This design comes from an exercise in tuning for small area on the open sky130 flow, not from production work.
In this exercise RTL edits were held to simulation tests only and were not proved equivalent to the original.
Power is estimated from default activity; no workload was simulated.

File: design/flow/flow/run.sh
#!/bin/bash
# Standard ORFS synthesis, then every combinational cell swapped to its lowest
# drive strength (the repair steps size up what needs it), then the standard
# ORFS layout with the smallest plain buffer on every port, and the pins of each
# data bit (the four masters' and four slaves' copies) placed side by side.
set -euo pipefail
RES=orfs/results/$FLOW_PLATFORM/crossbar/base
bash standard.sh synth > synth.log 2>&1
SYNTH_ODB=$RES/1_synth.odb openroad -no_init -exit flow/shrink.tcl > shrink.log 2>&1
bash standard.sh "BUFFER_PORTS_ARGS=-buffer_cell sky130_fd_sc_hd__buf_1" "PLACE_PINS_ARGS=$(cat flow/pin_groups.txt)" "CTS_ARGS=-sink_clustering_enable -repair_clock_nets -buf_list sky130_fd_sc_hd__clkbuf_4 -dont_use_dummy_load" finish > standard.log 2>&1
File: design/flow/flow/pin_groups.txt
-min_distance 1 -min_distance_in_tracks -group_pins {master_0_addr[0] master_1_addr[0] master_2_addr[0] master_3_addr[0] slave_0_addr[0] slave_1_addr[0] slave_2_addr[0] slave_3_addr[0]} -group_pins {master_0_addr[1] master_1_addr[1] master_2_addr[1] master_3_addr[1] slave_0_addr[1] slave_1_addr[1] slave_2_addr[1] slave_3_addr[1]} -group_pins {master_0_addr[2] master_1_addr[2] master_2_addr[2] master_3_addr[2] slave_0_addr[2] slave_1_addr[2] slave_2_addr[2] slave_3_addr[2]} -group_pins {master_0_addr[3] master_1_addr[3] master_2_addr[3] master_3_addr[3] slave_0_addr[3] slave_1_addr[3] slave_2_addr[3] slave_3_addr[3]} -group_pins {master_0_addr[4] master_1_addr[4] master_2_addr[4] master_3_addr[4] slave_0_addr[4] slave_1_addr[4] slave_2_addr[4] slave_3_addr[4]} -group_pins {master_0_addr[5] master_1_addr[5] master_2_addr[5] master_3_addr[5] slave_0_addr[5] slave_1_addr[5] slave_2_addr[5] slave_3_addr[5]} -group_pins {master_0_addr[6] master_1_addr[6] master_2_addr[6] master_3_addr[6] slave_0_addr[6] slave_1_addr[6] slave_2_addr[6] slave_3_addr[6]} -group_pins {master_0_addr[7] master_1_addr[7] master_2_addr[7] master_3_addr[7] slave_0_addr[7] slave_1_addr[7] slave_2_addr[7] slave_3_addr[7]} -group_pins {master_0_addr[8] master_1_addr[8] master_2_addr[8] master_3_addr[8] slave_0_addr[8] slave_1_addr[8] slave_2_addr[8] slave_3_addr[8]} -group_pins {master_0_addr[9] master_1_addr[9] master_2_addr[9] master_3_addr[9] slave_0_addr[9] slave_1_addr[9] slave_2_addr[9] slave_3_addr[9]} -group_pins {master_0_addr[10] master_1_addr[10] master_2_addr[10] master_3_addr[10] slave_0_addr[10] slave_1_addr[10] slave_2_addr[10] slave_3_addr[10]} -group_pins {master_0_addr[11] master_1_addr[11] master_2_addr[11] master_3_addr[11] slave_0_addr[11] slave_1_addr[11] slave_2_addr[11] slave_3_addr[11]} -group_pins {master_0_addr[12] master_1_addr[12] master_2_addr[12] master_3_addr[12] slave_0_addr[12] slave_1_addr[12] slave_2_addr[12] slave_3_addr[12]} -group_pins {master_0_addr[13] master_1_addr[13] master_2_addr[13] master_3_addr[13] slave_0_addr[13] slave_1_addr[13] slave_2_addr[13] slave_3_addr[13]} -group_pins {master_0_addr[14] master_1_addr[14] master_2_addr[14] master_3_addr[14] slave_0_addr[14] slave_1_addr[14] slave_2_addr[14] slave_3_addr[14]} -group_pins {master_0_addr[15] master_1_addr[15] master_2_addr[15] master_3_addr[15] slave_0_addr[15] slave_1_addr[15] slave_2_addr[15] slave_3_addr[15]} -group_pins {master_0_addr[16] master_1_addr[16] master_2_addr[16] master_3_addr[16] slave_0_addr[16] slave_1_addr[16] slave_2_addr[16] slave_3_addr[16]} -group_pins {master_0_addr[17] master_1_addr[17] master_2_addr[17] master_3_addr[17] slave_0_addr[17] slave_1_addr[17] slave_2_addr[17] slave_3_addr[17]} -group_pins {master_0_addr[18] master_1_addr[18] master_2_addr[18] master_3_addr[18] slave_0_addr[18] slave_1_addr[18] slave_2_addr[18] slave_3_addr[18]} -group_pins {master_0_addr[19] master_1_addr[19] master_2_addr[19] master_3_addr[19] slave_0_addr[19] slave_1_addr[19] slave_2_addr[19] slave_3_addr[19]} -group_pins {master_0_addr[20] master_1_addr[20] master_2_addr[20] master_3_addr[20] slave_0_addr[20] slave_1_addr[20] slave_2_addr[20] slave_3_addr[20]} -group_pins {master_0_addr[21] master_1_addr[21] master_2_addr[21] master_3_addr[21] slave_0_addr[21] slave_1_addr[21] slave_2_addr[21] slave_3_addr[21]} -group_pins {master_0_addr[22] master_1_addr[22] master_2_addr[22] master_3_addr[22] slave_0_addr[22] slave_1_addr[22] slave_2_addr[22] slave_3_addr[22]} -group_pins {master_0_addr[23] master_1_addr[23] master_2_addr[23] master_3_addr[23] slave_0_addr[23] slave_1_addr[23] slave_2_addr[23] slave_3_addr[23]} -group_pins {master_0_addr[24] master_1_addr[24] master_2_addr[24] master_3_addr[24] slave_0_addr[24] slave_1_addr[24] slave_2_addr[24] slave_3_addr[24]} -group_pins {master_0_addr[25] master_1_addr[25] master_2_addr[25] master_3_addr[25] slave_0_addr[25] slave_1_addr[25] slave_2_addr[25] slave_3_addr[25]} -group_pins {master_0_addr[26] master_1_addr[26] master_2_addr[26] master_3_addr[26] slave_0_addr[26] slave_1_addr[26] slave_2_addr[26] slave_3_addr[26]} -group_pins {master_0_addr[27] master_1_addr[27] master_2_addr[27] master_3_addr[27] slave_0_addr[27] slave_1_addr[27] slave_2_addr[27] slave_3_addr[27]} -group_pins {master_0_addr[28] master_1_addr[28] master_2_addr[28] master_3_addr[28] slave_0_addr[28] slave_1_addr[28] slave_2_addr[28] slave_3_addr[28]} -group_pins {master_0_addr[29] master_1_addr[29] master_2_addr[29] master_3_addr[29] slave_0_addr[29] slave_1_addr[29] slave_2_addr[29] slave_3_addr[29]} -group_pins {master_0_addr[30] master_1_addr[30] master_2_addr[30] master_3_addr[30] slave_0_addr[30] slave_1_addr[30] slave_2_addr[30] slave_3_addr[30]} -group_pins {master_0_addr[31] master_1_addr[31] master_2_addr[31] master_3_addr[31] slave_0_addr[31] slave_1_addr[31] slave_2_addr[31] slave_3_addr[31]} -group_pins {master_0_wdata[0] master_1_wdata[0] master_2_wdata[0] master_3_wdata[0] slave_0_wdata[0] slave_1_wdata[0] slave_2_wdata[0] slave_3_wdata[0]} -group_pins {master_0_wdata[1] master_1_wdata[1] master_2_wdata[1] master_3_wdata[1] slave_0_wdata[1] slave_1_wdata[1] slave_2_wdata[1] slave_3_wdata[1]} -group_pins {master_0_wdata[2] master_1_wdata[2] master_2_wdata[2] master_3_wdata[2] slave_0_wdata[2] slave_1_wdata[2] slave_2_wdata[2] slave_3_wdata[2]} -group_pins {master_0_wdata[3] master_1_wdata[3] master_2_wdata[3] master_3_wdata[3] slave_0_wdata[3] slave_1_wdata[3] slave_2_wdata[3] slave_3_wdata[3]} -group_pins {master_0_wdata[4] master_1_wdata[4] master_2_wdata[4] master_3_wdata[4] slave_0_wdata[4] slave_1_wdata[4] slave_2_wdata[4] slave_3_wdata[4]} -group_pins {master_0_wdata[5] master_1_wdata[5] master_2_wdata[5] master_3_wdata[5] slave_0_wdata[5] slave_1_wdata[5] slave_2_wdata[5] slave_3_wdata[5]} -group_pins {master_0_wdata[6] master_1_wdata[6] master_2_wdata[6] master_3_wdata[6] slave_0_wdata[6] slave_1_wdata[6] slave_2_wdata[6] slave_3_wdata[6]} -group_pins {master_0_wdata[7] master_1_wdata[7] master_2_wdata[7] master_3_wdata[7] slave_0_wdata[7] slave_1_wdata[7] slave_2_wdata[7] slave_3_wdata[7]} -group_pins {master_0_wdata[8] master_1_wdata[8] master_2_wdata[8] master_3_wdata[8] slave_0_wdata[8] slave_1_wdata[8] slave_2_wdata[8] slave_3_wdata[8]} -group_pins {master_0_wdata[9] master_1_wdata[9] master_2_wdata[9] master_3_wdata[9] slave_0_wdata[9] slave_1_wdata[9] slave_2_wdata[9] slave_3_wdata[9]} -group_pins {master_0_wdata[10] master_1_wdata[10] master_2_wdata[10] master_3_wdata[10] slave_0_wdata[10] slave_1_wdata[10] slave_2_wdata[10] slave_3_wdata[10]} -group_pins {master_0_wdata[11] master_1_wdata[11] master_2_wdata[11] master_3_wdata[11] slave_0_wdata[11] slave_1_wdata[11] slave_2_wdata[11] slave_3_wdata[11]} -group_pins {master_0_wdata[12] master_1_wdata[12] master_2_wdata[12] master_3_wdata[12] slave_0_wdata[12] slave_1_wdata[12] slave_2_wdata[12] slave_3_wdata[12]} -group_pins {master_0_wdata[13] master_1_wdata[13] master_2_wdata[13] master_3_wdata[13] slave_0_wdata[13] slave_1_wdata[13] slave_2_wdata[13] slave_3_wdata[13]} -group_pins {master_0_wdata[14] master_1_wdata[14] master_2_wdata[14] master_3_wdata[14] slave_0_wdata[14] slave_1_wdata[14] slave_2_wdata[14] slave_3_wdata[14]} -group_pins {master_0_wdata[15] master_1_wdata[15] master_2_wdata[15] master_3_wdata[15] slave_0_wdata[15] slave_1_wdata[15] slave_2_wdata[15] slave_3_wdata[15]} -group_pins {master_0_wdata[16] master_1_wdata[16] master_2_wdata[16] master_3_wdata[16] slave_0_wdata[16] slave_1_wdata[16] slave_2_wdata[16] slave_3_wdata[16]} -group_pins {master_0_wdata[17] master_1_wdata[17] master_2_wdata[17] master_3_wdata[17] slave_0_wdata[17] slave_1_wdata[17] slave_2_wdata[17] slave_3_wdata[17]} -group_pins {master_0_wdata[18] master_1_wdata[18] master_2_wdata[18] master_3_wdata[18] slave_0_wdata[18] slave_1_wdata[18] slave_2_wdata[18] slave_3_wdata[18]} -group_pins {master_0_wdata[19] master_1_wdata[19] master_2_wdata[19] master_3_wdata[19] slave_0_wdata[19] slave_1_wdata[19] slave_2_wdata[19] slave_3_wdata[19]} -group_pins {master_0_wdata[20] master_1_wdata[20] master_2_wdata[20] master_3_wdata[20] slave_0_wdata[20] slave_1_wdata[20] slave_2_wdata[20] slave_3_wdata[20]} -group_pins {master_0_wdata[21] master_1_wdata[21] master_2_wdata[21] master_3_wdata[21] slave_0_wdata[21] slave_1_wdata[21] slave_2_wdata[21] slave_3_wdata[21]} -group_pins {master_0_wdata[22] master_1_wdata[22] master_2_wdata[22] master_3_wdata[22] slave_0_wdata[22] slave_1_wdata[22] slave_2_wdata[22] slave_3_wdata[22]} -group_pins {master_0_wdata[23] master_1_wdata[23] master_2_wdata[23] master_3_wdata[23] slave_0_wdata[23] slave_1_wdata[23] slave_2_wdata[23] slave_3_wdata[23]} -group_pins {master_0_wdata[24] master_1_wdata[24] master_2_wdata[24] master_3_wdata[24] slave_0_wdata[24] slave_1_wdata[24] slave_2_wdata[24] slave_3_wdata[24]} -group_pins {master_0_wdata[25] master_1_wdata[25] master_2_wdata[25] master_3_wdata[25] slave_0_wdata[25] slave_1_wdata[25] slave_2_wdata[25] slave_3_wdata[25]} -group_pins {master_0_wdata[26] master_1_wdata[26] master_2_wdata[26] master_3_wdata[26] slave_0_wdata[26] slave_1_wdata[26] slave_2_wdata[26] slave_3_wdata[26]} -group_pins {master_0_wdata[27] master_1_wdata[27] master_2_wdata[27] master_3_wdata[27] slave_0_wdata[27] slave_1_wdata[27] slave_2_wdata[27] slave_3_wdata[27]} -group_pins {master_0_wdata[28] master_1_wdata[28] master_2_wdata[28] master_3_wdata[28] slave_0_wdata[28] slave_1_wdata[28] slave_2_wdata[28] slave_3_wdata[28]} -group_pins {master_0_wdata[29] master_1_wdata[29] master_2_wdata[29] master_3_wdata[29] slave_0_wdata[29] slave_1_wdata[29] slave_2_wdata[29] slave_3_wdata[29]} -group_pins {master_0_wdata[30] master_1_wdata[30] master_2_wdata[30] master_3_wdata[30] slave_0_wdata[30] slave_1_wdata[30] slave_2_wdata[30] slave_3_wdata[30]} -group_pins {master_0_wdata[31] master_1_wdata[31] master_2_wdata[31] master_3_wdata[31] slave_0_wdata[31] slave_1_wdata[31] slave_2_wdata[31] slave_3_wdata[31]} -group_pins {master_0_cmd master_1_cmd master_2_cmd master_3_cmd slave_0_cmd slave_1_cmd slave_2_cmd slave_3_cmd} -group_pins {slave_0_rdata[0] slave_1_rdata[0] slave_2_rdata[0] slave_3_rdata[0] master_0_rdata[0] master_1_rdata[0] master_2_rdata[0] master_3_rdata[0]} -group_pins {slave_0_rdata[1] slave_1_rdata[1] slave_2_rdata[1] slave_3_rdata[1] master_0_rdata[1] master_1_rdata[1] master_2_rdata[1] master_3_rdata[1]} -group_pins {slave_0_rdata[2] slave_1_rdata[2] slave_2_rdata[2] slave_3_rdata[2] master_0_rdata[2] master_1_rdata[2] master_2_rdata[2] master_3_rdata[2]} -group_pins {slave_0_rdata[3] slave_1_rdata[3] slave_2_rdata[3] slave_3_rdata[3] master_0_rdata[3] master_1_rdata[3] master_2_rdata[3] master_3_rdata[3]} -group_pins {slave_0_rdata[4] slave_1_rdata[4] slave_2_rdata[4] slave_3_rdata[4] master_0_rdata[4] master_1_rdata[4] master_2_rdata[4] master_3_rdata[4]} -group_pins {slave_0_rdata[5] slave_1_rdata[5] slave_2_rdata[5] slave_3_rdata[5] master_0_rdata[5] master_1_rdata[5] master_2_rdata[5] master_3_rdata[5]} -group_pins {slave_0_rdata[6] slave_1_rdata[6] slave_2_rdata[6] slave_3_rdata[6] master_0_rdata[6] master_1_rdata[6] master_2_rdata[6] master_3_rdata[6]} -group_pins {slave_0_rdata[7] slave_1_rdata[7] slave_2_rdata[7] slave_3_rdata[7] master_0_rdata[7] master_1_rdata[7] master_2_rdata[7] master_3_rdata[7]} -group_pins {slave_0_rdata[8] slave_1_rdata[8] slave_2_rdata[8] slave_3_rdata[8] master_0_rdata[8] master_1_rdata[8] master_2_rdata[8] master_3_rdata[8]} -group_pins {slave_0_rdata[9] slave_1_rdata[9] slave_2_rdata[9] slave_3_rdata[9] master_0_rdata[9] master_1_rdata[9] master_2_rdata[9] master_3_rdata[9]} -group_pins {slave_0_rdata[10] slave_1_rdata[10] slave_2_rdata[10] slave_3_rdata[10] master_0_rdata[10] master_1_rdata[10] master_2_rdata[10] master_3_rdata[10]} -group_pins {slave_0_rdata[11] slave_1_rdata[11] slave_2_rdata[11] slave_3_rdata[11] master_0_rdata[11] master_1_rdata[11] master_2_rdata[11] master_3_rdata[11]} -group_pins {slave_0_rdata[12] slave_1_rdata[12] slave_2_rdata[12] slave_3_rdata[12] master_0_rdata[12] master_1_rdata[12] master_2_rdata[12] master_3_rdata[12]} -group_pins {slave_0_rdata[13] slave_1_rdata[13] slave_2_rdata[13] slave_3_rdata[13] master_0_rdata[13] master_1_rdata[13] master_2_rdata[13] master_3_rdata[13]} -group_pins {slave_0_rdata[14] slave_1_rdata[14] slave_2_rdata[14] slave_3_rdata[14] master_0_rdata[14] master_1_rdata[14] master_2_rdata[14] master_3_rdata[14]} -group_pins {slave_0_rdata[15] slave_1_rdata[15] slave_2_rdata[15] slave_3_rdata[15] master_0_rdata[15] master_1_rdata[15] master_2_rdata[15] master_3_rdata[15]} -group_pins {slave_0_rdata[16] slave_1_rdata[16] slave_2_rdata[16] slave_3_rdata[16] master_0_rdata[16] master_1_rdata[16] master_2_rdata[16] master_3_rdata[16]} -group_pins {slave_0_rdata[17] slave_1_rdata[17] slave_2_rdata[17] slave_3_rdata[17] master_0_rdata[17] master_1_rdata[17] master_2_rdata[17] master_3_rdata[17]} -group_pins {slave_0_rdata[18] slave_1_rdata[18] slave_2_rdata[18] slave_3_rdata[18] master_0_rdata[18] master_1_rdata[18] master_2_rdata[18] master_3_rdata[18]} -group_pins {slave_0_rdata[19] slave_1_rdata[19] slave_2_rdata[19] slave_3_rdata[19] master_0_rdata[19] master_1_rdata[19] master_2_rdata[19] master_3_rdata[19]} -group_pins {slave_0_rdata[20] slave_1_rdata[20] slave_2_rdata[20] slave_3_rdata[20] master_0_rdata[20] master_1_rdata[20] master_2_rdata[20] master_3_rdata[20]} -group_pins {slave_0_rdata[21] slave_1_rdata[21] slave_2_rdata[21] slave_3_rdata[21] master_0_rdata[21] master_1_rdata[21] master_2_rdata[21] master_3_rdata[21]} -group_pins {slave_0_rdata[22] slave_1_rdata[22] slave_2_rdata[22] slave_3_rdata[22] master_0_rdata[22] master_1_rdata[22] master_2_rdata[22] master_3_rdata[22]} -group_pins {slave_0_rdata[23] slave_1_rdata[23] slave_2_rdata[23] slave_3_rdata[23] master_0_rdata[23] master_1_rdata[23] master_2_rdata[23] master_3_rdata[23]} -group_pins {slave_0_rdata[24] slave_1_rdata[24] slave_2_rdata[24] slave_3_rdata[24] master_0_rdata[24] master_1_rdata[24] master_2_rdata[24] master_3_rdata[24]} -group_pins {slave_0_rdata[25] slave_1_rdata[25] slave_2_rdata[25] slave_3_rdata[25] master_0_rdata[25] master_1_rdata[25] master_2_rdata[25] master_3_rdata[25]} -group_pins {slave_0_rdata[26] slave_1_rdata[26] slave_2_rdata[26] slave_3_rdata[26] master_0_rdata[26] master_1_rdata[26] master_2_rdata[26] master_3_rdata[26]} -group_pins {slave_0_rdata[27] slave_1_rdata[27] slave_2_rdata[27] slave_3_rdata[27] master_0_rdata[27] master_1_rdata[27] master_2_rdata[27] master_3_rdata[27]} -group_pins {slave_0_rdata[28] slave_1_rdata[28] slave_2_rdata[28] slave_3_rdata[28] master_0_rdata[28] master_1_rdata[28] master_2_rdata[28] master_3_rdata[28]} -group_pins {slave_0_rdata[29] slave_1_rdata[29] slave_2_rdata[29] slave_3_rdata[29] master_0_rdata[29] master_1_rdata[29] master_2_rdata[29] master_3_rdata[29]} -group_pins {slave_0_rdata[30] slave_1_rdata[30] slave_2_rdata[30] slave_3_rdata[30] master_0_rdata[30] master_1_rdata[30] master_2_rdata[30] master_3_rdata[30]} -group_pins {slave_0_rdata[31] slave_1_rdata[31] slave_2_rdata[31] slave_3_rdata[31] master_0_rdata[31] master_1_rdata[31] master_2_rdata[31] master_3_rdata[31]}
File: design/flow/flow/shrink.tcl
# Swap every combinational cell of the synthesized netlist to the lowest drive
# strength of the same cell; the later repair steps size up what needs it.
# Flip-flops keep the cell type synthesis gave them.
read_db $::env(SYNTH_ODB)
set db [ord::get_db]
set block [ord::get_db_block]
set n 0
foreach inst [$block getInsts] {
  set m [[$inst getMaster] getName]
  if {![regexp {^(sky130_fd_sc_hd__[a-z0-9]+)_([0-9]+)$} $m -> base drive]} { continue }
  if {[regexp {__(df|ed|sd|dl|conb|tap|fill|decap|diode)} $base]} { continue }
  foreach d {1 0} {
    if {$d eq $drive} { break }
    set nm [$db findMaster ${base}_$d]
    if {$nm ne "NULL"} {
      $inst swapMaster $nm
      incr n
      break
    }
  }
}
puts "shrink: swapped $n cells"
write_db $::env(SYNTH_ODB)
File: design/flow/standard.sh
#!/bin/bash
# synth_recipe.tcl (not shown) runs the flow's synth.tcl, then flattens the netlist and writes it again
# the make line also repeats each setting of config.mk as NAME=value (left out here)
make -C /OpenROAD-flow-scripts/flow DESIGN_CONFIG=/design/flow/config.mk WORK_HOME=/design/flow/orfs CLKGATE_MAP_FILE= SYNTH_SCRIPT=/design/flow/synth_recipe.tcl "${@:-finish}"
File: design/flow/config.mk
export PLATFORM = sky130hd
export DESIGN_NAME = crossbar
export DESIGN_NICKNAME = crossbar
export VERILOG_FILES = /design/flow/design.v
export SDC_FILE = /design/flow/constraint.sdc
export NUM_CORES = 4
export LEC_CHECK = 0
export CAP_MARGIN = 20
export CORE_AREA = 5 5 255 255
export CTS_BUF_LIST = sky130_fd_sc_hd__clkbuf_4
export DIE_AREA = 0 0 260 260
export SLEW_MARGIN = 20
export SYNTH_HIERARCHICAL = 1
File: design/flow/constraint.sdc
create_clock -name core_clock -period 6.0 [get_ports {clk}]
set_input_delay 1.2000 -clock core_clock [delete_from_list [all_inputs] [get_ports {clk}]]
set_output_delay 1.2000 -clock core_clock [all_outputs]
set_load 0.01 [all_outputs]
File: design/flow/design.v
module cb_inv    (input a, output y);                      assign y = ~a;                                  endmodule
module cb_and2   (input a, input b, output y);             assign y = a & b;                               endmodule
module cb_or2    (input a, input b, output y);             assign y = a | b;                               endmodule
module cb_nand2  (input a, input b, output y);             assign y = ~(a & b);                            endmodule
module cb_nor2   (input a, input b, output y);             assign y = ~(a | b);                            endmodule
module cb_xnor2  (input a, input b, output y);             assign y = ~(a ^ b);                            endmodule
module cb_nor2b  (input a, input bn, output y);            assign y = ~(a | ~bn);                          endmodule
module cb_nand2b (input an, input b, output y);            assign y = ~(~an & b);                          endmodule
module cb_nand3  (input a, input b, input c, output y);    assign y = ~(a & b & c);                        endmodule
module cb_nor3   (input a, input b, input c, output y);    assign y = ~(a | b | c);                        endmodule
module cb_nor3b  (input a, input b, input cn, output y);   assign y = ~(a | b | ~cn);                      endmodule
module cb_and3b  (input an, input b, input c, output y);   assign y = ~an & b & c;                         endmodule
module cb_and4b  (input an, input b, input c, input d, output y); assign y = ~an & b & c & d;              endmodule
module cb_nand4  (input a, input b, input c, input d, output y);  assign y = ~(a & b & c & d);             endmodule
module cb_nor4   (input a, input b, input c, input d, output y);  assign y = ~(a | b | c | d);             endmodule
module cb_a21oi  (input a0, input a1, input b, output y);  assign y = ~((a0 & a1) | b);                    endmodule
module cb_a21o   (input a0, input a1, input b, output y);  assign y = (a0 & a1) | b;                       endmodule
module cb_a211o  (input a0, input a1, input b, input c, output y); assign y = (a0 & a1) | b | c;           endmodule
module cb_a21boi (input a0, input a1, input bn, output y); assign y = ~((a0 & a1) | ~bn);                  endmodule
module cb_aoi22  (input a0, input b0, input a1, input b1, output y); assign y = ~((a0 & b0) | (a1 & b1));  endmodule
module cb_aoi222 (input a0, input b0, input a1, input b1, input a2, input b2, output y);
	assign y = ~((a0 & b0) | (a1 & b1) | (a2 & b2));
endmodule
module cb_mux2i  (input a0, input a1, input s, output y);  assign y = ~(s ? a1 : a0);                      endmodule
module cb_slice (
	input  [3:0] s,
	input  [3:0] d,
	input  [3:0] nen,
	output [3:0] o,
	output       m_n
);
	wire y1;
	cb_aoi222 u_a (.a0(s[0]), .b0(d[0]), .a1(s[1]), .b1(d[1]), .a2(s[2]), .b2(d[2]), .y(y1));
	cb_a21boi u_b (.a0(s[3]), .a1(d[3]), .bn(y1), .y(m_n));
	cb_nor2   u_o0 (.a(m_n), .b(nen[0]), .y(o[0]));
	cb_nor2   u_o1 (.a(m_n), .b(nen[1]), .y(o[1]));
	cb_nor2   u_o2 (.a(m_n), .b(nen[2]), .y(o[2]));
	cb_nor2   u_o3 (.a(m_n), .b(nen[3]), .y(o[3]));
endmodule
module crossbar (
	input clk,
	input reset,
	input master_0_req,				 
	output master_0_ack,
	input master_0_cmd,				 
	output master_0_resp,
	input [31:0] master_0_addr,
	input [31:0] master_0_wdata,
	output [31:0] master_0_rdata,
	input master_1_req,				 
	output master_1_ack,
	input master_1_cmd,				 
	output master_1_resp,
	input [31:0] master_1_addr,
	input [31:0] master_1_wdata,
	output [31:0] master_1_rdata,
	input master_2_req,
	output master_2_ack,
	input master_2_cmd,
	output master_2_resp,
	input [31:0] master_2_addr,
	input [31:0] master_2_wdata,
	output [31:0] master_2_rdata,
	input master_3_req,
	output master_3_ack,
	input master_3_cmd,
	output master_3_resp,
	input [31:0] master_3_addr,
	input [31:0] master_3_wdata,
	output [31:0] master_3_rdata,
	output slave_0_req,
	input slave_0_ack,
	output slave_0_cmd,
	input slave_0_resp,
	input [31:0] slave_0_rdata,
	output [31:0] slave_0_wdata,
	output [31:0] slave_0_addr,
	output slave_1_req,
	input slave_1_ack,
	output slave_1_cmd,
	input slave_1_resp,
	input [31:0] slave_1_rdata,
	output [31:0] slave_1_wdata,
	output [31:0] slave_1_addr,
	output slave_2_req,
	input slave_2_ack,
	output slave_2_cmd,
	input slave_2_resp,
	input [31:0] slave_2_rdata,
	output [31:0] slave_2_wdata,
	output [31:0] slave_2_addr,
	output slave_3_req,
	input slave_3_ack,
	output slave_3_cmd,
	input slave_3_resp,
	input [31:0] slave_3_rdata,
	output [31:0] slave_3_wdata,
	output [31:0] slave_3_addr
	);
	wire [3:0] r  = {master_3_req, master_2_req, master_1_req, master_0_req};
	wire [3:0] c  = {master_3_cmd, master_2_cmd, master_1_cmd, master_0_cmd};
	wire [3:0] k  = {slave_3_ack, slave_2_ack, slave_1_ack, slave_0_ack};
	wire [3:0] s  = {slave_3_resp, slave_2_resp, slave_1_resp, slave_0_resp};
	reg  [3:0] g;
	reg        m1, mx, la, le;
	reg  [1:0] ri;
	reg        rv;
	wire [3:0] g_d;
	wire       m1_d, mx_d, la_d, le_d, rv_d;
	wire [1:0] ri_d;
	always @(posedge clk) begin
		g  <= g_d;
		m1 <= m1_d;
		mx <= mx_d;
		la <= la_d;
		le <= le_d;
		ri <= ri_d;
		rv <= rv_d;
	end
	wire cu, cw, ncr, nar, beg;
	cb_aoi22 u_cu  (.a0(g[0]), .b0(r[0]), .a1(g[1]), .b1(r[1]), .y(cu));
	cb_aoi22 u_cw  (.a0(g[2]), .b0(r[2]), .a1(g[3]), .b1(r[3]), .y(cw));
	cb_and2  u_ncr (.a(cu), .b(cw), .y(ncr));
	cb_nor4  u_nar (.a(r[0]), .b(r[1]), .c(r[2]), .d(r[3]), .y(nar));
	cb_nor2b u_beg (.a(nar), .bn(ncr), .y(beg));
	wire lx;
	cb_nor3b  u_la (.a(la), .b(le), .cn(beg), .y(la_d));
	cb_xnor2  u_lx (.a(la), .b(le), .y(lx));
	cb_nor2b  u_le (.a(lx), .bn(beg), .y(le_d));
	wire nm1, nmx;
	wire [3:0] nX, nY, nZ;    
	cb_inv   u_nm1 (.a(m1), .y(nm1));
	cb_inv   u_nmx (.a(mx), .y(nmx));
	cb_nand2  u_x0 (.a(nmx), .b(m1),  .y(nX[0]));
	cb_nand2  u_x1 (.a(nm1), .b(nmx), .y(nX[1]));
	cb_nand2  u_x2 (.a(nm1), .b(mx),  .y(nX[2]));
	cb_nand2  u_x3 (.a(m1),  .b(mx),  .y(nX[3]));
	assign nY = {nmx, m1, mx, nm1};
	cb_nor2   u_z0 (.a(m1),  .b(mx),  .y(nZ[0]));
	cb_nor2   u_z1 (.a(m1),  .b(nmx), .y(nZ[1]));
	cb_nor2   u_z2 (.a(nm1), .b(nmx), .y(nZ[2]));
	cb_nor2   u_z3 (.a(nm1), .b(mx),  .y(nZ[3]));
	wire [3:0] h, t;
	genvar i;
	generate
		for (i = 0; i < 4; i = i + 1) begin : gn
			cb_aoi222 u_h (.a0(r[(i+3)%4]), .b0(nX[i]), .a1(r[(i+2)%4]), .b1(nY[i]),
			               .a2(r[(i+1)%4]), .b2(nZ[i]), .y(h[i]));
			cb_a21oi  u_t (.a0(h[i]), .a1(ncr), .b(g[i]), .y(t[i]));
			cb_nor3b  u_g (.a(t[i]), .b(reset), .cn(r[i]), .y(g_d[i]));
		end
	endgenerate
	wire e1, ex, q1, qx;
	cb_or2   u_e1 (.a(g[2]), .b(g[3]), .y(e1));      
	cb_or2   u_ex (.a(g[1]), .b(g[2]), .y(ex));      
	cb_mux2i u_q1 (.a0(m1), .a1(e1), .s(la), .y(q1));
	cb_mux2i u_qx (.a0(mx), .a1(ex), .s(la), .y(qx));
	cb_nor2  u_m1 (.a(q1), .b(reset), .y(m1_d));
	cb_nor2  u_mx (.a(qx), .b(reset), .y(mx_d));
	wire [64:0] m0 = {master_0_cmd, master_0_addr, master_0_wdata};
	wire [64:0] m1v = {master_1_cmd, master_1_addr, master_1_wdata};
	wire [64:0] m2v = {master_2_cmd, master_2_addr, master_2_wdata};
	wire [64:0] m3v = {master_3_cmd, master_3_addr, master_3_wdata};
	wire [64:0] s0, s1, s2, s3, mxn;
	wire [3:0] nk;
	generate
		for (i = 0; i < 4; i = i + 1) begin : nkg
			cb_inv u (.a(k[i]), .y(nk[i]));
		end
	endgenerate
	genvar b;
	generate
		for (b = 0; b < 65; b = b + 1) begin : wsl
			cb_slice u (.s(g), .d({m3v[b], m2v[b], m1v[b], m0[b]}), .nen(nk),
			            .o({s3[b], s2[b], s1[b], s0[b]}), .m_n(mxn[b]));
		end
	endgenerate
	assign {slave_0_cmd, slave_0_addr, slave_0_wdata} = s0;
	assign {slave_1_cmd, slave_1_addr, slave_1_wdata} = s1;
	assign {slave_2_cmd, slave_2_addr, slave_2_wdata} = s2;
	assign {slave_3_cmd, slave_3_addr, slave_3_wdata} = s3;
	wire nag;
	cb_nor4  u_nag (.a(g[0]), .b(g[1]), .c(g[2]), .d(g[3]), .y(nag));
	cb_and3b u_sr0 (.an(nag), .b(mxn[63]), .c(mxn[62]), .y(slave_0_req));
	cb_nor2b u_sr1 (.a(mxn[62]), .bn(mxn[63]), .y(slave_1_req));
	cb_nor2b u_sr2 (.a(mxn[63]), .bn(mxn[62]), .y(slave_2_req));
	cb_nor2  u_sr3 (.a(mxn[63]), .b(mxn[62]), .y(slave_3_req));
	wire aack;
	cb_nand4 u_aack (.a(nk[0]), .b(nk[1]), .c(nk[2]), .d(nk[3]), .y(aack));
	cb_and2  u_ma0 (.a(g[0]), .b(aack), .y(master_0_ack));
	cb_and2  u_ma1 (.a(g[1]), .b(aack), .y(master_1_ack));
	cb_and2  u_ma2 (.a(g[2]), .b(aack), .y(master_2_ack));
	cb_and2  u_ma3 (.a(g[3]), .b(aack), .y(master_3_ack));
	wire nrs, ogv;
	cb_nor4   u_nrs (.a(s[0]), .b(s[1]), .c(s[2]), .d(s[3]), .y(nrs));   
	cb_a21o   u_ri1 (.a0(nag), .a1(ri[1]), .b(e1), .y(ri_d[1]));
	cb_a211o  u_ri0 (.a0(nag), .a1(ri[0]), .b(g[1]), .c(g[3]), .y(ri_d[0]));
	cb_nand2b u_ogv (.an(rv), .b(nag), .y(ogv));                           
	cb_and4b  u_rv  (.an(reset), .b(nrs), .c(mxn[64]), .d(ogv), .y(rv_d));
	wire w, ni1, ni0;
	wire [3:0] nresp;
	cb_nor2b u_w   (.a(nrs), .bn(rv), .y(w));
	cb_inv   u_ni1 (.a(ri[1]), .y(ni1));
	cb_inv   u_ni0 (.a(ri[0]), .y(ni0));
	cb_nand3 u_nr0 (.a(w), .b(ni1),   .c(ni0),   .y(nresp[0]));
	cb_nand3 u_nr1 (.a(w), .b(ni1),   .c(ri[0]), .y(nresp[1]));
	cb_nand3 u_nr2 (.a(w), .b(ri[1]), .c(ni0),   .y(nresp[2]));
	cb_nand3 u_nr3 (.a(w), .b(ri[1]), .c(ri[0]), .y(nresp[3]));
	cb_inv   u_mr0 (.a(nresp[0]), .y(master_0_resp));
	cb_inv   u_mr1 (.a(nresp[1]), .y(master_1_resp));
	cb_inv   u_mr2 (.a(nresp[2]), .y(master_2_resp));
	cb_inv   u_mr3 (.a(nresp[3]), .y(master_3_resp));
	wire [3:0] psel;
	assign psel[0] = s[0];
	cb_nor2b u_p1 (.a(s[0]), .bn(s[1]), .y(psel[1]));
	cb_nor3b u_p2 (.a(s[0]), .b(s[1]), .cn(s[2]), .y(psel[2]));
	cb_nor3  u_p3 (.a(s[0]), .b(s[1]), .c(s[2]), .y(psel[3]));
	wire [31:0] r0, r1, r2, r3;
	generate
		for (b = 0; b < 32; b = b + 1) begin : rsl
			cb_slice u (.s(psel), .d({slave_3_rdata[b], slave_2_rdata[b], slave_1_rdata[b], slave_0_rdata[b]}),
			            .nen(nresp), .o({r3[b], r2[b], r1[b], r0[b]}), .m_n());
		end
	endgenerate
	assign master_0_rdata = r0;
	assign master_1_rdata = r1;
	assign master_2_rdata = r2;
	assign master_3_rdata = r3;
endmodule
==> results of run 1 <==
-- sequential cells by signal, indices dropped and copies added (netlist names) --
signal	count
la	1
mx	1
rv	1
ri	2
g	4
m1	1
le	1
-- area by class of cell --
type	instances	area (sq um)
sequential	11	230
fill	7225	53800
inverter	12	45.0
clock buffer	3	22.5
antenna	2	5.00
tap	837	1050
multi-input combinational	639	3530
timing repair buffer	820	3150
-- cells in the final DEF, fill, tap and decap left out, types with 3 or more instances in the layout --
| cell type | count |
|---|---|
| a21boi_1 | 97 |
| a21oi_1 | 4 |
| a222oi_1 | 101 |
| and2_1 | 5 |
| buf_1 | 800 |
| buf_4 | 19 |
| clkbuf_4 | 3 |
| dfxtp_1 | 7 |
| inv_1 | 8 |
| inv_2 | 4 |
| nand2_1 | 4 |
| nand3_1 | 4 |
| nor2_1 | 395 |
| nor2b_1 | 5 |
| nor3b_1 | 5 |
| nor4_1 | 3 |
-- power by group --
part           total [mW]  internal, mW  switching [mW]  leakage, nW
Sequential          0.127        0.0888          0.0380       0.0930
Combinational       0.719         0.272           0.447         2.45
Clock              0.0547        0.0233          0.0313       0.0138
Total               0.901         0.384           0.516         2.56
-- worst max path at each step --
stage                       from            endpoint  slack, ns
floorplan           slave_1_resp   master_0_rdata[0]       1.06
global placement    slave_0_resp   master_1_rdata[7]       1.45
detailed placement  slave_0_resp  master_0_rdata[12]       1.37
CTS                 slave_0_resp  master_0_rdata[12]       1.37
global route        slave_0_resp  master_2_rdata[17]       1.18
finish              slave_0_resp   master_2_rdata[5]       1.36
-- metal layers --
layer	vias up	share of wire
met5	-	0
met4	0	0.062
met3	215	0.13
met2	866	0.44
met1	3949	0.37
li1	4169	-
-- worst reg2reg max path, cell delays in order, from the launching register on --
cell and delay (ns):
dfxtp_4 0.84, buf_4 0.39, a22oi_1 0.12, and2_1 0.21, nor2b_1 0.15, nor3b_1 0.14
-- through the flow --
step	hold WS, ns	util	cells	setup slack, ns	cell area (sq um)
floorplan	0.420	-	662	1.06	3780
global route	0.473	0.130	2322	1.18	8030
global placement	0.438	0.129	2319	1.45	8000
finish	0.440	0.130	2324	1.36	8030
CTS	0.467	0.130	2322	1.37	8030
detailed placement	0.430	0.129	2319	1.37	8000
==> results_dict.tcl, run 1 <==
set metrics [dict create \
    drv_cap 0 \
    finClkSkew_ns 0.00634 \
    max_stage_delay_ns 0.75 \
    grt_start_max_net_pins 51 \
    core-area_sq_mm 0.0618 \
    io_pins 802 \
    met3_usage 0.0257 \
    remaining_drc_errors 0 \
    fp.dieH_um 260 \
    finalSetupTns_ns 0 \
    htreeDepth 1 \
    detail-route-antenna-nets 0 \
    hold_class "reg2reg" \
    die_x_um 260 \
    finalPower_uw 901 \
    grtUsageTotal 0.0795 \
    start_util 0.0612 \
    synth_cells 662 \
    avgSynthCellArea_sq_um 5.72 \
    grt_pass1_vias 8422 \
    criticalPathCategory "in2out" \
    worst_path_max_delay_cell "nor3b_2" \
    crit_fanout 36 \
    clock-sinks 11 \
    reg2reg_depth 5 \
    met2_usage 0.131 \
    viasPerCell 3.96 \
    reg2reg_slack_ns 4.04 \
    min_path_cells 1 \
    drt-total-wl_um 32200 \
    startpoint_type "input port" \
    vias 9199 \
    critPathRequiredTime_ns 4.80 \
    grt_busiest_layer "met2" \
    port_buffers 801 \
    worstPathArrival_ns 3.44 \
    cts_inserted_buffers 3 \
    drive_gt1_frac 0.0229 \
    holdCritStartpoint "le" \
    p_leak_nw 2.56 \
    synth_warnings 7 \
    path_cells "clkbuf_2 > nor3b_2 > buf_4 > a222oi_1 > a21boi_1 > nor2_1 > buf_1" \
    worst_pin_slew_ns 1.01 \
    synth_nets 1064 \
    clockBufferDepth 2 \
    hold_end "la" \
    timing.critical_path.depth 7 \
    rr_endpoint "la" \
    clk_pin_slew_worst_paths_ns 0.09 \
    critPathBufInv 3 \
    syn2layout_area_growth_pct 112 \
    rsz0062_at_grt "false" \
    setup_viol 0 \
    min_period_ns 4.64 \
    post-cts-setup-buffer-count 0 \
    finalHoldViolCount 0 \
    reg2reg_from "g[2]" \
    slew_headroom 0.324 \
    finalCritPeriodShare 0.773 \
    grt_pass1_wl_um 44100 \
    drt-pass1-iter-count 9 \
    final_nets 1889 \
    tritoncts "done" \
    outcome "no timing/DRC/antenna violations" \
    grt_antenna_before_repair 2 \
    slew_violations 0 \
    root_buffer "clkbuf_4" \
    ir_drop_mv 0.141 \
    dp_hpwl_um 25700 \
    p_per_area_mw_per_mm2 112 \
    cts_hold_buf 0 \
    rows 91 \
    worst_skew_pair.late_latency_ns 0.29 \
    syn_area_sq_mm 0.00378 \
    overflow 0 \
    gp_congestion 0.857 \
    post_drt_wl_per_cell_um 13.9 \
    ctsResizeCount 0 \
    drt-initial-drc-count 928 \
    fmax_ghz 0.216 \
    gr-usage-met1 0.0917 \
    die-area_sq_mm 0.0676 \
    end_kind "primary output" \
    critPathTopFamily "buffers and inverters" \
]
==> run 2: changes to the inputs <==
--- a/design/flow/design.v
+++ b/design/flow/design.v
@@ -131,15 +131,15 @@
 	wire [3:0] nX, nY, nZ;    
 	cb_inv   u_nm1 (.a(m1), .y(nm1));
 	cb_inv   u_nmx (.a(mx), .y(nmx));
-	cb_nand2  u_x0 (.a(nmx), .b(m1),  .y(nX[0]));
-	cb_nand2  u_x1 (.a(nm1), .b(nmx), .y(nX[1]));
-	cb_nand2  u_x2 (.a(nm1), .b(mx),  .y(nX[2]));
-	cb_nand2  u_x3 (.a(m1),  .b(mx),  .y(nX[3]));
+	cb_nand2b u_x0 (.an(mx), .b(m1), .y(nX[0]));
+	cb_or2    u_x1 (.a(m1), .b(mx), .y(nX[1]));
+	cb_nand2b u_x2 (.an(m1), .b(mx), .y(nX[2]));
+	cb_nand2  u_x3 (.a(m1), .b(mx), .y(nX[3]));
 	assign nY = {nmx, m1, mx, nm1};
-	cb_nor2   u_z0 (.a(m1),  .b(mx),  .y(nZ[0]));
-	cb_nor2   u_z1 (.a(m1),  .b(nmx), .y(nZ[1]));
-	cb_nor2   u_z2 (.a(nm1), .b(nmx), .y(nZ[2]));
-	cb_nor2   u_z3 (.a(nm1), .b(mx),  .y(nZ[3]));
+	cb_nor2   u_z0 (.a(m1), .b(mx), .y(nZ[0]));
+	cb_nor2b  u_z1 (.a(m1), .bn(mx), .y(nZ[1]));
+	cb_and2   u_z2 (.a(m1), .b(mx), .y(nZ[2]));
+	cb_nor2b  u_z3 (.a(mx), .bn(m1), .y(nZ[3]));
 	wire [3:0] h, t;
 	genvar i;
 	generate
--- a/design/flow/flow/run.sh
+++ b/design/flow/flow/run.sh
@@ -7,4 +7,4 @@
 RES=orfs/results/$FLOW_PLATFORM/crossbar/base
 bash standard.sh synth > synth.log 2>&1
 SYNTH_ODB=$RES/1_synth.odb openroad -no_init -exit flow/shrink.tcl > shrink.log 2>&1
-bash standard.sh "BUFFER_PORTS_ARGS=-buffer_cell sky130_fd_sc_hd__buf_1" "PLACE_PINS_ARGS=$(cat flow/pin_groups.txt)" "CTS_ARGS=-sink_clustering_enable -repair_clock_nets -buf_list sky130_fd_sc_hd__clkbuf_4 -dont_use_dummy_load" finish > standard.log 2>&1
+bash standard.sh "BUFFER_PORTS_ARGS=-buffer_cell sky130_fd_sc_hd__buf_1" "PLACE_PINS_ARGS=$(cat flow/pin_groups.txt)" finish > standard.log 2>&1
==> design/flow/flow/pin_groups.txt (replaced) <==
-group_pins {master_0_addr[0] master_1_addr[0] master_2_addr[0] master_3_addr[0] slave_0_addr[0] slave_1_addr[0] slave_2_addr[0] slave_3_addr[0]} -group_pins {master_0_addr[1] master_1_addr[1] master_2_addr[1] master_3_addr[1] slave_0_addr[1] slave_1_addr[1] slave_2_addr[1] slave_3_addr[1]} -group_pins {master_0_addr[2] master_1_addr[2] master_2_addr[2] master_3_addr[2] slave_0_addr[2] slave_1_addr[2] slave_2_addr[2] slave_3_addr[2]} -group_pins {master_0_addr[3] master_1_addr[3] master_2_addr[3] master_3_addr[3] slave_0_addr[3] slave_1_addr[3] slave_2_addr[3] slave_3_addr[3]} -group_pins {master_0_addr[4] master_1_addr[4] master_2_addr[4] master_3_addr[4] slave_0_addr[4] slave_1_addr[4] slave_2_addr[4] slave_3_addr[4]} -group_pins {master_0_addr[5] master_1_addr[5] master_2_addr[5] master_3_addr[5] slave_0_addr[5] slave_1_addr[5] slave_2_addr[5] slave_3_addr[5]} -group_pins {master_0_addr[6] master_1_addr[6] master_2_addr[6] master_3_addr[6] slave_0_addr[6] slave_1_addr[6] slave_2_addr[6] slave_3_addr[6]} -group_pins {master_0_addr[7] master_1_addr[7] master_2_addr[7] master_3_addr[7] slave_0_addr[7] slave_1_addr[7] slave_2_addr[7] slave_3_addr[7]} -group_pins {master_0_addr[8] master_1_addr[8] master_2_addr[8] master_3_addr[8] slave_0_addr[8] slave_1_addr[8] slave_2_addr[8] slave_3_addr[8]} -group_pins {master_0_addr[9] master_1_addr[9] master_2_addr[9] master_3_addr[9] slave_0_addr[9] slave_1_addr[9] slave_2_addr[9] slave_3_addr[9]} -group_pins {master_0_addr[10] master_1_addr[10] master_2_addr[10] master_3_addr[10] slave_0_addr[10] slave_1_addr[10] slave_2_addr[10] slave_3_addr[10]} -group_pins {master_0_addr[11] master_1_addr[11] master_2_addr[11] master_3_addr[11] slave_0_addr[11] slave_1_addr[11] slave_2_addr[11] slave_3_addr[11]} -group_pins {master_0_addr[12] master_1_addr[12] master_2_addr[12] master_3_addr[12] slave_0_addr[12] slave_1_addr[12] slave_2_addr[12] slave_3_addr[12]} -group_pins {master_0_addr[13] master_1_addr[13] master_2_addr[13] master_3_addr[13] slave_0_addr[13] slave_1_addr[13] slave_2_addr[13] slave_3_addr[13]} -group_pins {master_0_addr[14] master_1_addr[14] master_2_addr[14] master_3_addr[14] slave_0_addr[14] slave_1_addr[14] slave_2_addr[14] slave_3_addr[14]} -group_pins {master_0_addr[15] master_1_addr[15] master_2_addr[15] master_3_addr[15] slave_0_addr[15] slave_1_addr[15] slave_2_addr[15] slave_3_addr[15]} -group_pins {master_0_addr[16] master_1_addr[16] master_2_addr[16] master_3_addr[16] slave_0_addr[16] slave_1_addr[16] slave_2_addr[16] slave_3_addr[16]} -group_pins {master_0_addr[17] master_1_addr[17] master_2_addr[17] master_3_addr[17] slave_0_addr[17] slave_1_addr[17] slave_2_addr[17] slave_3_addr[17]} -group_pins {master_0_addr[18] master_1_addr[18] master_2_addr[18] master_3_addr[18] slave_0_addr[18] slave_1_addr[18] slave_2_addr[18] slave_3_addr[18]} -group_pins {master_0_addr[19] master_1_addr[19] master_2_addr[19] master_3_addr[19] slave_0_addr[19] slave_1_addr[19] slave_2_addr[19] slave_3_addr[19]} -group_pins {master_0_addr[20] master_1_addr[20] master_2_addr[20] master_3_addr[20] slave_0_addr[20] slave_1_addr[20] slave_2_addr[20] slave_3_addr[20]} -group_pins {master_0_addr[21] master_1_addr[21] master_2_addr[21] master_3_addr[21] slave_0_addr[21] slave_1_addr[21] slave_2_addr[21] slave_3_addr[21]} -group_pins {master_0_addr[22] master_1_addr[22] master_2_addr[22] master_3_addr[22] slave_0_addr[22] slave_1_addr[22] slave_2_addr[22] slave_3_addr[22]} -group_pins {master_0_addr[23] master_1_addr[23] master_2_addr[23] master_3_addr[23] slave_0_addr[23] slave_1_addr[23] slave_2_addr[23] slave_3_addr[23]} -group_pins {master_0_addr[24] master_1_addr[24] master_2_addr[24] master_3_addr[24] slave_0_addr[24] slave_1_addr[24] slave_2_addr[24] slave_3_addr[24]} -group_pins {master_0_addr[25] master_1_addr[25] master_2_addr[25] master_3_addr[25] slave_0_addr[25] slave_1_addr[25] slave_2_addr[25] slave_3_addr[25]} -group_pins {master_0_addr[26] master_1_addr[26] master_2_addr[26] master_3_addr[26] slave_0_addr[26] slave_1_addr[26] slave_2_addr[26] slave_3_addr[26]} -group_pins {master_0_addr[27] master_1_addr[27] master_2_addr[27] master_3_addr[27] slave_0_addr[27] slave_1_addr[27] slave_2_addr[27] slave_3_addr[27]} -group_pins {master_0_addr[28] master_1_addr[28] master_2_addr[28] master_3_addr[28] slave_0_addr[28] slave_1_addr[28] slave_2_addr[28] slave_3_addr[28]} -group_pins {master_0_addr[29] master_1_addr[29] master_2_addr[29] master_3_addr[29] slave_0_addr[29] slave_1_addr[29] slave_2_addr[29] slave_3_addr[29]} -group_pins {master_0_addr[30] master_1_addr[30] master_2_addr[30] master_3_addr[30] slave_0_addr[30] slave_1_addr[30] slave_2_addr[30] slave_3_addr[30]} -group_pins {master_0_addr[31] master_1_addr[31] master_2_addr[31] master_3_addr[31] slave_0_addr[31] slave_1_addr[31] slave_2_addr[31] slave_3_addr[31]} -group_pins {master_0_wdata[0] master_1_wdata[0] master_2_wdata[0] master_3_wdata[0] slave_0_wdata[0] slave_1_wdata[0] slave_2_wdata[0] slave_3_wdata[0]} -group_pins {master_0_wdata[1] master_1_wdata[1] master_2_wdata[1] master_3_wdata[1] slave_0_wdata[1] slave_1_wdata[1] slave_2_wdata[1] slave_3_wdata[1]} -group_pins {master_0_wdata[2] master_1_wdata[2] master_2_wdata[2] master_3_wdata[2] slave_0_wdata[2] slave_1_wdata[2] slave_2_wdata[2] slave_3_wdata[2]} -group_pins {master_0_wdata[3] master_1_wdata[3] master_2_wdata[3] master_3_wdata[3] slave_0_wdata[3] slave_1_wdata[3] slave_2_wdata[3] slave_3_wdata[3]} -group_pins {master_0_wdata[4] master_1_wdata[4] master_2_wdata[4] master_3_wdata[4] slave_0_wdata[4] slave_1_wdata[4] slave_2_wdata[4] slave_3_wdata[4]} -group_pins {master_0_wdata[5] master_1_wdata[5] master_2_wdata[5] master_3_wdata[5] slave_0_wdata[5] slave_1_wdata[5] slave_2_wdata[5] slave_3_wdata[5]} -group_pins {master_0_wdata[6] master_1_wdata[6] master_2_wdata[6] master_3_wdata[6] slave_0_wdata[6] slave_1_wdata[6] slave_2_wdata[6] slave_3_wdata[6]} -group_pins {master_0_wdata[7] master_1_wdata[7] master_2_wdata[7] master_3_wdata[7] slave_0_wdata[7] slave_1_wdata[7] slave_2_wdata[7] slave_3_wdata[7]} -group_pins {master_0_wdata[8] master_1_wdata[8] master_2_wdata[8] master_3_wdata[8] slave_0_wdata[8] slave_1_wdata[8] slave_2_wdata[8] slave_3_wdata[8]} -group_pins {master_0_wdata[9] master_1_wdata[9] master_2_wdata[9] master_3_wdata[9] slave_0_wdata[9] slave_1_wdata[9] slave_2_wdata[9] slave_3_wdata[9]} -group_pins {master_0_wdata[10] master_1_wdata[10] master_2_wdata[10] master_3_wdata[10] slave_0_wdata[10] slave_1_wdata[10] slave_2_wdata[10] slave_3_wdata[10]} -group_pins {master_0_wdata[11] master_1_wdata[11] master_2_wdata[11] master_3_wdata[11] slave_0_wdata[11] slave_1_wdata[11] slave_2_wdata[11] slave_3_wdata[11]} -group_pins {master_0_wdata[12] master_1_wdata[12] master_2_wdata[12] master_3_wdata[12] slave_0_wdata[12] slave_1_wdata[12] slave_2_wdata[12] slave_3_wdata[12]} -group_pins {master_0_wdata[13] master_1_wdata[13] master_2_wdata[13] master_3_wdata[13] slave_0_wdata[13] slave_1_wdata[13] slave_2_wdata[13] slave_3_wdata[13]} -group_pins {master_0_wdata[14] master_1_wdata[14] master_2_wdata[14] master_3_wdata[14] slave_0_wdata[14] slave_1_wdata[14] slave_2_wdata[14] slave_3_wdata[14]} -group_pins {master_0_wdata[15] master_1_wdata[15] master_2_wdata[15] master_3_wdata[15] slave_0_wdata[15] slave_1_wdata[15] slave_2_wdata[15] slave_3_wdata[15]} -group_pins {master_0_wdata[16] master_1_wdata[16] master_2_wdata[16] master_3_wdata[16] slave_0_wdata[16] slave_1_wdata[16] slave_2_wdata[16] slave_3_wdata[16]} -group_pins {master_0_wdata[17] master_1_wdata[17] master_2_wdata[17] master_3_wdata[17] slave_0_wdata[17] slave_1_wdata[17] slave_2_wdata[17] slave_3_wdata[17]} -group_pins {master_0_wdata[18] master_1_wdata[18] master_2_wdata[18] master_3_wdata[18] slave_0_wdata[18] slave_1_wdata[18] slave_2_wdata[18] slave_3_wdata[18]} -group_pins {master_0_wdata[19] master_1_wdata[19] master_2_wdata[19] master_3_wdata[19] slave_0_wdata[19] slave_1_wdata[19] slave_2_wdata[19] slave_3_wdata[19]} -group_pins {master_0_wdata[20] master_1_wdata[20] master_2_wdata[20] master_3_wdata[20] slave_0_wdata[20] slave_1_wdata[20] slave_2_wdata[20] slave_3_wdata[20]} -group_pins {master_0_wdata[21] master_1_wdata[21] master_2_wdata[21] master_3_wdata[21] slave_0_wdata[21] slave_1_wdata[21] slave_2_wdata[21] slave_3_wdata[21]} -group_pins {master_0_wdata[22] master_1_wdata[22] master_2_wdata[22] master_3_wdata[22] slave_0_wdata[22] slave_1_wdata[22] slave_2_wdata[22] slave_3_wdata[22]} -group_pins {master_0_wdata[23] master_1_wdata[23] master_2_wdata[23] master_3_wdata[23] slave_0_wdata[23] slave_1_wdata[23] slave_2_wdata[23] slave_3_wdata[23]} -group_pins {master_0_wdata[24] master_1_wdata[24] master_2_wdata[24] master_3_wdata[24] slave_0_wdata[24] slave_1_wdata[24] slave_2_wdata[24] slave_3_wdata[24]} -group_pins {master_0_wdata[25] master_1_wdata[25] master_2_wdata[25] master_3_wdata[25] slave_0_wdata[25] slave_1_wdata[25] slave_2_wdata[25] slave_3_wdata[25]} -group_pins {master_0_wdata[26] master_1_wdata[26] master_2_wdata[26] master_3_wdata[26] slave_0_wdata[26] slave_1_wdata[26] slave_2_wdata[26] slave_3_wdata[26]} -group_pins {master_0_wdata[27] master_1_wdata[27] master_2_wdata[27] master_3_wdata[27] slave_0_wdata[27] slave_1_wdata[27] slave_2_wdata[27] slave_3_wdata[27]} -group_pins {master_0_wdata[28] master_1_wdata[28] master_2_wdata[28] master_3_wdata[28] slave_0_wdata[28] slave_1_wdata[28] slave_2_wdata[28] slave_3_wdata[28]} -group_pins {master_0_wdata[29] master_1_wdata[29] master_2_wdata[29] master_3_wdata[29] slave_0_wdata[29] slave_1_wdata[29] slave_2_wdata[29] slave_3_wdata[29]} -group_pins {master_0_wdata[30] master_1_wdata[30] master_2_wdata[30] master_3_wdata[30] slave_0_wdata[30] slave_1_wdata[30] slave_2_wdata[30] slave_3_wdata[30]} -group_pins {master_0_wdata[31] master_1_wdata[31] master_2_wdata[31] master_3_wdata[31] slave_0_wdata[31] slave_1_wdata[31] slave_2_wdata[31] slave_3_wdata[31]} -group_pins {master_0_cmd master_1_cmd master_2_cmd master_3_cmd slave_0_cmd slave_1_cmd slave_2_cmd slave_3_cmd} -group_pins {slave_0_rdata[0] slave_1_rdata[0] slave_2_rdata[0] slave_3_rdata[0] master_0_rdata[0] master_1_rdata[0] master_2_rdata[0] master_3_rdata[0]} -group_pins {slave_0_rdata[1] slave_1_rdata[1] slave_2_rdata[1] slave_3_rdata[1] master_0_rdata[1] master_1_rdata[1] master_2_rdata[1] master_3_rdata[1]} -group_pins {slave_0_rdata[2] slave_1_rdata[2] slave_2_rdata[2] slave_3_rdata[2] master_0_rdata[2] master_1_rdata[2] master_2_rdata[2] master_3_rdata[2]} -group_pins {slave_0_rdata[3] slave_1_rdata[3] slave_2_rdata[3] slave_3_rdata[3] master_0_rdata[3] master_1_rdata[3] master_2_rdata[3] master_3_rdata[3]} -group_pins {slave_0_rdata[4] slave_1_rdata[4] slave_2_rdata[4] slave_3_rdata[4] master_0_rdata[4] master_1_rdata[4] master_2_rdata[4] master_3_rdata[4]} -group_pins {slave_0_rdata[5] slave_1_rdata[5] slave_2_rdata[5] slave_3_rdata[5] master_0_rdata[5] master_1_rdata[5] master_2_rdata[5] master_3_rdata[5]} -group_pins {slave_0_rdata[6] slave_1_rdata[6] slave_2_rdata[6] slave_3_rdata[6] master_0_rdata[6] master_1_rdata[6] master_2_rdata[6] master_3_rdata[6]} -group_pins {slave_0_rdata[7] slave_1_rdata[7] slave_2_rdata[7] slave_3_rdata[7] master_0_rdata[7] master_1_rdata[7] master_2_rdata[7] master_3_rdata[7]} -group_pins {slave_0_rdata[8] slave_1_rdata[8] slave_2_rdata[8] slave_3_rdata[8] master_0_rdata[8] master_1_rdata[8] master_2_rdata[8] master_3_rdata[8]} -group_pins {slave_0_rdata[9] slave_1_rdata[9] slave_2_rdata[9] slave_3_rdata[9] master_0_rdata[9] master_1_rdata[9] master_2_rdata[9] master_3_rdata[9]} -group_pins {slave_0_rdata[10] slave_1_rdata[10] slave_2_rdata[10] slave_3_rdata[10] master_0_rdata[10] master_1_rdata[10] master_2_rdata[10] master_3_rdata[10]} -group_pins {slave_0_rdata[11] slave_1_rdata[11] slave_2_rdata[11] slave_3_rdata[11] master_0_rdata[11] master_1_rdata[11] master_2_rdata[11] master_3_rdata[11]} -group_pins {slave_0_rdata[12] slave_1_rdata[12] slave_2_rdata[12] slave_3_rdata[12] master_0_rdata[12] master_1_rdata[12] master_2_rdata[12] master_3_rdata[12]} -group_pins {slave_0_rdata[13] slave_1_rdata[13] slave_2_rdata[13] slave_3_rdata[13] master_0_rdata[13] master_1_rdata[13] master_2_rdata[13] master_3_rdata[13]} -group_pins {slave_0_rdata[14] slave_1_rdata[14] slave_2_rdata[14] slave_3_rdata[14] master_0_rdata[14] master_1_rdata[14] master_2_rdata[14] master_3_rdata[14]} -group_pins {slave_0_rdata[15] slave_1_rdata[15] slave_2_rdata[15] slave_3_rdata[15] master_0_rdata[15] master_1_rdata[15] master_2_rdata[15] master_3_rdata[15]} -group_pins {slave_0_rdata[16] slave_1_rdata[16] slave_2_rdata[16] slave_3_rdata[16] master_0_rdata[16] master_1_rdata[16] master_2_rdata[16] master_3_rdata[16]} -group_pins {slave_0_rdata[17] slave_1_rdata[17] slave_2_rdata[17] slave_3_rdata[17] master_0_rdata[17] master_1_rdata[17] master_2_rdata[17] master_3_rdata[17]} -group_pins {slave_0_rdata[18] slave_1_rdata[18] slave_2_rdata[18] slave_3_rdata[18] master_0_rdata[18] master_1_rdata[18] master_2_rdata[18] master_3_rdata[18]} -group_pins {slave_0_rdata[19] slave_1_rdata[19] slave_2_rdata[19] slave_3_rdata[19] master_0_rdata[19] master_1_rdata[19] master_2_rdata[19] master_3_rdata[19]} -group_pins {slave_0_rdata[20] slave_1_rdata[20] slave_2_rdata[20] slave_3_rdata[20] master_0_rdata[20] master_1_rdata[20] master_2_rdata[20] master_3_rdata[20]} -group_pins {slave_0_rdata[21] slave_1_rdata[21] slave_2_rdata[21] slave_3_rdata[21] master_0_rdata[21] master_1_rdata[21] master_2_rdata[21] master_3_rdata[21]} -group_pins {slave_0_rdata[22] slave_1_rdata[22] slave_2_rdata[22] slave_3_rdata[22] master_0_rdata[22] master_1_rdata[22] master_2_rdata[22] master_3_rdata[22]} -group_pins {slave_0_rdata[23] slave_1_rdata[23] slave_2_rdata[23] slave_3_rdata[23] master_0_rdata[23] master_1_rdata[23] master_2_rdata[23] master_3_rdata[23]} -group_pins {slave_0_rdata[24] slave_1_rdata[24] slave_2_rdata[24] slave_3_rdata[24] master_0_rdata[24] master_1_rdata[24] master_2_rdata[24] master_3_rdata[24]} -group_pins {slave_0_rdata[25] slave_1_rdata[25] slave_2_rdata[25] slave_3_rdata[25] master_0_rdata[25] master_1_rdata[25] master_2_rdata[25] master_3_rdata[25]} -group_pins {slave_0_rdata[26] slave_1_rdata[26] slave_2_rdata[26] slave_3_rdata[26] master_0_rdata[26] master_1_rdata[26] master_2_rdata[26] master_3_rdata[26]} -group_pins {slave_0_rdata[27] slave_1_rdata[27] slave_2_rdata[27] slave_3_rdata[27] master_0_rdata[27] master_1_rdata[27] master_2_rdata[27] master_3_rdata[27]} -group_pins {slave_0_rdata[28] slave_1_rdata[28] slave_2_rdata[28] slave_3_rdata[28] master_0_rdata[28] master_1_rdata[28] master_2_rdata[28] master_3_rdata[28]} -group_pins {slave_0_rdata[29] slave_1_rdata[29] slave_2_rdata[29] slave_3_rdata[29] master_0_rdata[29] master_1_rdata[29] master_2_rdata[29] master_3_rdata[29]} -group_pins {slave_0_rdata[30] slave_1_rdata[30] slave_2_rdata[30] slave_3_rdata[30] master_0_rdata[30] master_1_rdata[30] master_2_rdata[30] master_3_rdata[30]} -group_pins {slave_0_rdata[31] slave_1_rdata[31] slave_2_rdata[31] slave_3_rdata[31] master_0_rdata[31] master_1_rdata[31] master_2_rdata[31] master_3_rdata[31]}
--- a/design/flow/config.mk
+++ b/design/flow/config.mk
@@ -6,8 +6,8 @@
 export NUM_CORES = 4
 export LEC_CHECK = 0
 export CAP_MARGIN = 20
-export CORE_AREA = 5 5 255 255
+export CORE_AREA = 5 5 295 295
 export CTS_BUF_LIST = sky130_fd_sc_hd__clkbuf_4
-export DIE_AREA = 0 0 260 260
+export DIE_AREA = 0 0 300 300
 export SLEW_MARGIN = 20
 export SYNTH_HIERARCHICAL = 1
==> run 2 against run 1 <==
Count of clock-buffer cells in the layout is 1 higher; global-route usage shrank 2.0 points; clock skew increased by 0.0054 ns; core utilization is 3.0 points lower; non-clock buffer count shrank 3; final area increased by 4.2%; largest power group unchanged; sequential power increased by about 20%; still clean on timing, DRC and antenna; first-iteration DRC count increased by 33%.
==> results_dict.tcl, run 2 <==
set metrics [dict create \
    synth_warnings 7 \
    worst_pin_slew_ns 1.03 \
    critPathRequiredTime_ns 4.80 \
    multi_input_area_sq_mm 0.00358 \
    worst_skew_pair.late_latency_ns 0.29 \
    syn_area_sq_mm 0.00380 \
    hold_class "reg2reg" \
    finalCritPeriodShare 0.727 \
    cts_inserted_buffers 3 \
    remaining_drc_errors 0 \
    drive_gt1_frac 0.0249 \
    grt_pass1_wl_um 42900 \
    post-cts-setup-buffer-count 0 \
    p_per_area_mw_per_mm2 108 \
    syn2layout_area_growth_pct 120 \
    post_drt_wl_per_cell_um 12.4 \
    cts_hold_buf 0 \
    synth_cells 662 \
    worstPathArrival_ns 3.16 \
    rr_endpoint "rv" \
    criticalPathCategory "in2out" \
    reg2reg_depth 4 \
    grt_start_max_net_pins 72 \
    detail-route-antenna-nets 0 \
    ctsResizeCount 0 \
    finalHoldViolCount 0 \
    grt_busiest_layer "met2" \
    layout_commonest_cell "buf_1" \
    viasPerCell 3.34 \
    grtUsageTotal 0.0592 \
    start_util 0.0455 \
    gr-usage-met1 0.0628 \
    regArea_sq_um 235 \
    clockBufferDepth 2 \
    clk_pin_slew_worst_paths_ns 0.08 \
    slew_violations 0 \
    port_buffers 801 \
    fp.dieH_um 300 \
    slew_headroom 0.310 \
    met2_usage 0.121 \
    ir_drop_mv 0.0570 \
    outcome "no timing/DRC/antenna violations" \
    p_leak_nw 2.55 \
    fmax_ghz 0.229 \
    setup_viol 0 \
    rows 106 \
    vias 8558 \
    drt-total-wl_um 31700 \
    end_kind "primary output" \
    drt-initial-drc-count 1234 \
    largest_reg_flops 4 \
    finClkSkew_ns 0.0117 \
    gp_congestion 0.699 \
    overflow 0 \
    die_x_um 300 \
    startpoint_type "input port" \
    grt_antenna_before_repair 2 \
    die-area_sq_mm 0.0900 \
    tritoncts "done" \
    clock-sinks 11 \
    drt-pass1-iter-count 10 \
    crit_end "master_1_rdata[12]" \
    regMostFlops "g" \
    reg_top3 "g: 4 flops, ri: 2 flops" \
    synth_nets 1064 \
    crit_fanout 33 \
    mostFrequentLayoutCells "buf_1, nor2_1, a222oi_1" \
    fill_cells 9843 \
    reg2reg_from "g[2]" \
    finalSetupTns_ns 0 \
    grt_pass1_vias 7618 \
    dp_hpwl_um 25600 \
    met3_usage 0.00888 \
    min_period_ns 4.36 \
    htreeDepth 1 \
    critPathLaunch "slave_0_resp" \
    core-area_sq_mm 0.0836 \
    final_nets 1886 \
    io_pins 802 \
    drv_cap 0 \
    avgSynthCellArea_sq_um 5.74 \
    finalPower_uw 902 \
    root_buffer "clkbuf_4" \
    rsz0062_at_grt "false" \
    reg2reg_slack_ns 3.90 \
]
run 2: area by class of cell:
class,count,area share
Clock buffer,4,0.00359
Antenna cell,2,0.000598
Timing Repair Buffer,817,0.374
Inverter,12,0.00538
Multi-Input combinational cell,639,0.427
Sequential cell,11,0.0281
Tap cell,1080,0.161
run 2: how the worst min path moves through the flow:
stage	startpoint	to	slack, ns	cells after the start
4_1_cts	le	la	0.46	1
3_5_place_dp	le	la	0.44	1
6_report	le	la	0.46	1
5_1_grt	le	la	0.49	1
3_3_place_gp	le	la	0.43	1
2_1_floorplan	le	la	0.42	1
run 2: per-stage QoR:
step                      instances  setup slack (ns)  hold WS [ns]  cell area (sq um)  utilization
after detailed placement       2559              1.63         0.442               8340       0.0998
final                          2565              1.64         0.457               8370        0.100
after global placement         2559              1.69         0.431               8340       0.0998
after global routing           2564              1.47         0.493               8370        0.100
after floorplan                 662              1.06         0.420               3800            -
after CTS                      2563              1.64         0.456               8370        0.100
run 2: power by group:
part | total (mW) | switching [mW] | internal (mW)
clock network | 0.0621 | 0.0317 | 0.0304
registers | 0.153 | 0.0643 | 0.0885
logic | 0.687 | 0.413 | 0.273
total | 0.902 | 0.509 | 0.392
run 2: per-layer routing:
layer  share of wire  vias to the layer above
li1                -                     4168
met1            0.36                     3775
met2            0.53                      590
met3           0.093                       25
met4           0.017                        0
met5               0                        -
run 2: critical path, stage by stage:
cell and delay [ns]:
clkbuf_2 0.15, buf_4 0.40, nor3b_2 0.13, buf_4 0.26
a222oi_1 0.37, a21boi_1 0.35, nor2_1 0.07, buf_1 0.15

-- port drivers added, routing unchanged --
The results above use ideal ports. As a check the final layouts listed here were re-extracted and re-timed, cells and wires unchanged.
Step 1 assumes that a clkbuf_16 drives the clock port and a buf_2 every other input.
Step 2 times the ports against the registers' clock, not the clock port: input delays grow and output delays shrink by t, the midpoint of the rising clock arrivals with the driver on.
a / b / c = ideal ports / drivers / drivers and shift; a / b = the first two.
run | t (ns) | slack for setup (ns) | slew at the worst register clock pin (ns) | worst slew at a driven data input, ns | pins driven straight from the clock port
run 1 | 0.314 | 1.361 / 1.330 / 1.330 | 0.09 / 0.09 | 0.09 | 1
run 2 | 0.317 | 1.641 / 1.612 / 1.612 | 0.09 / 0.09 | 0.08 | 1
After both steps every run listed still meets setup and hold. For run 1, which loses most, drivers alone change the setup slack by -0.031 ns; drivers and shift together by -0.031 ns.
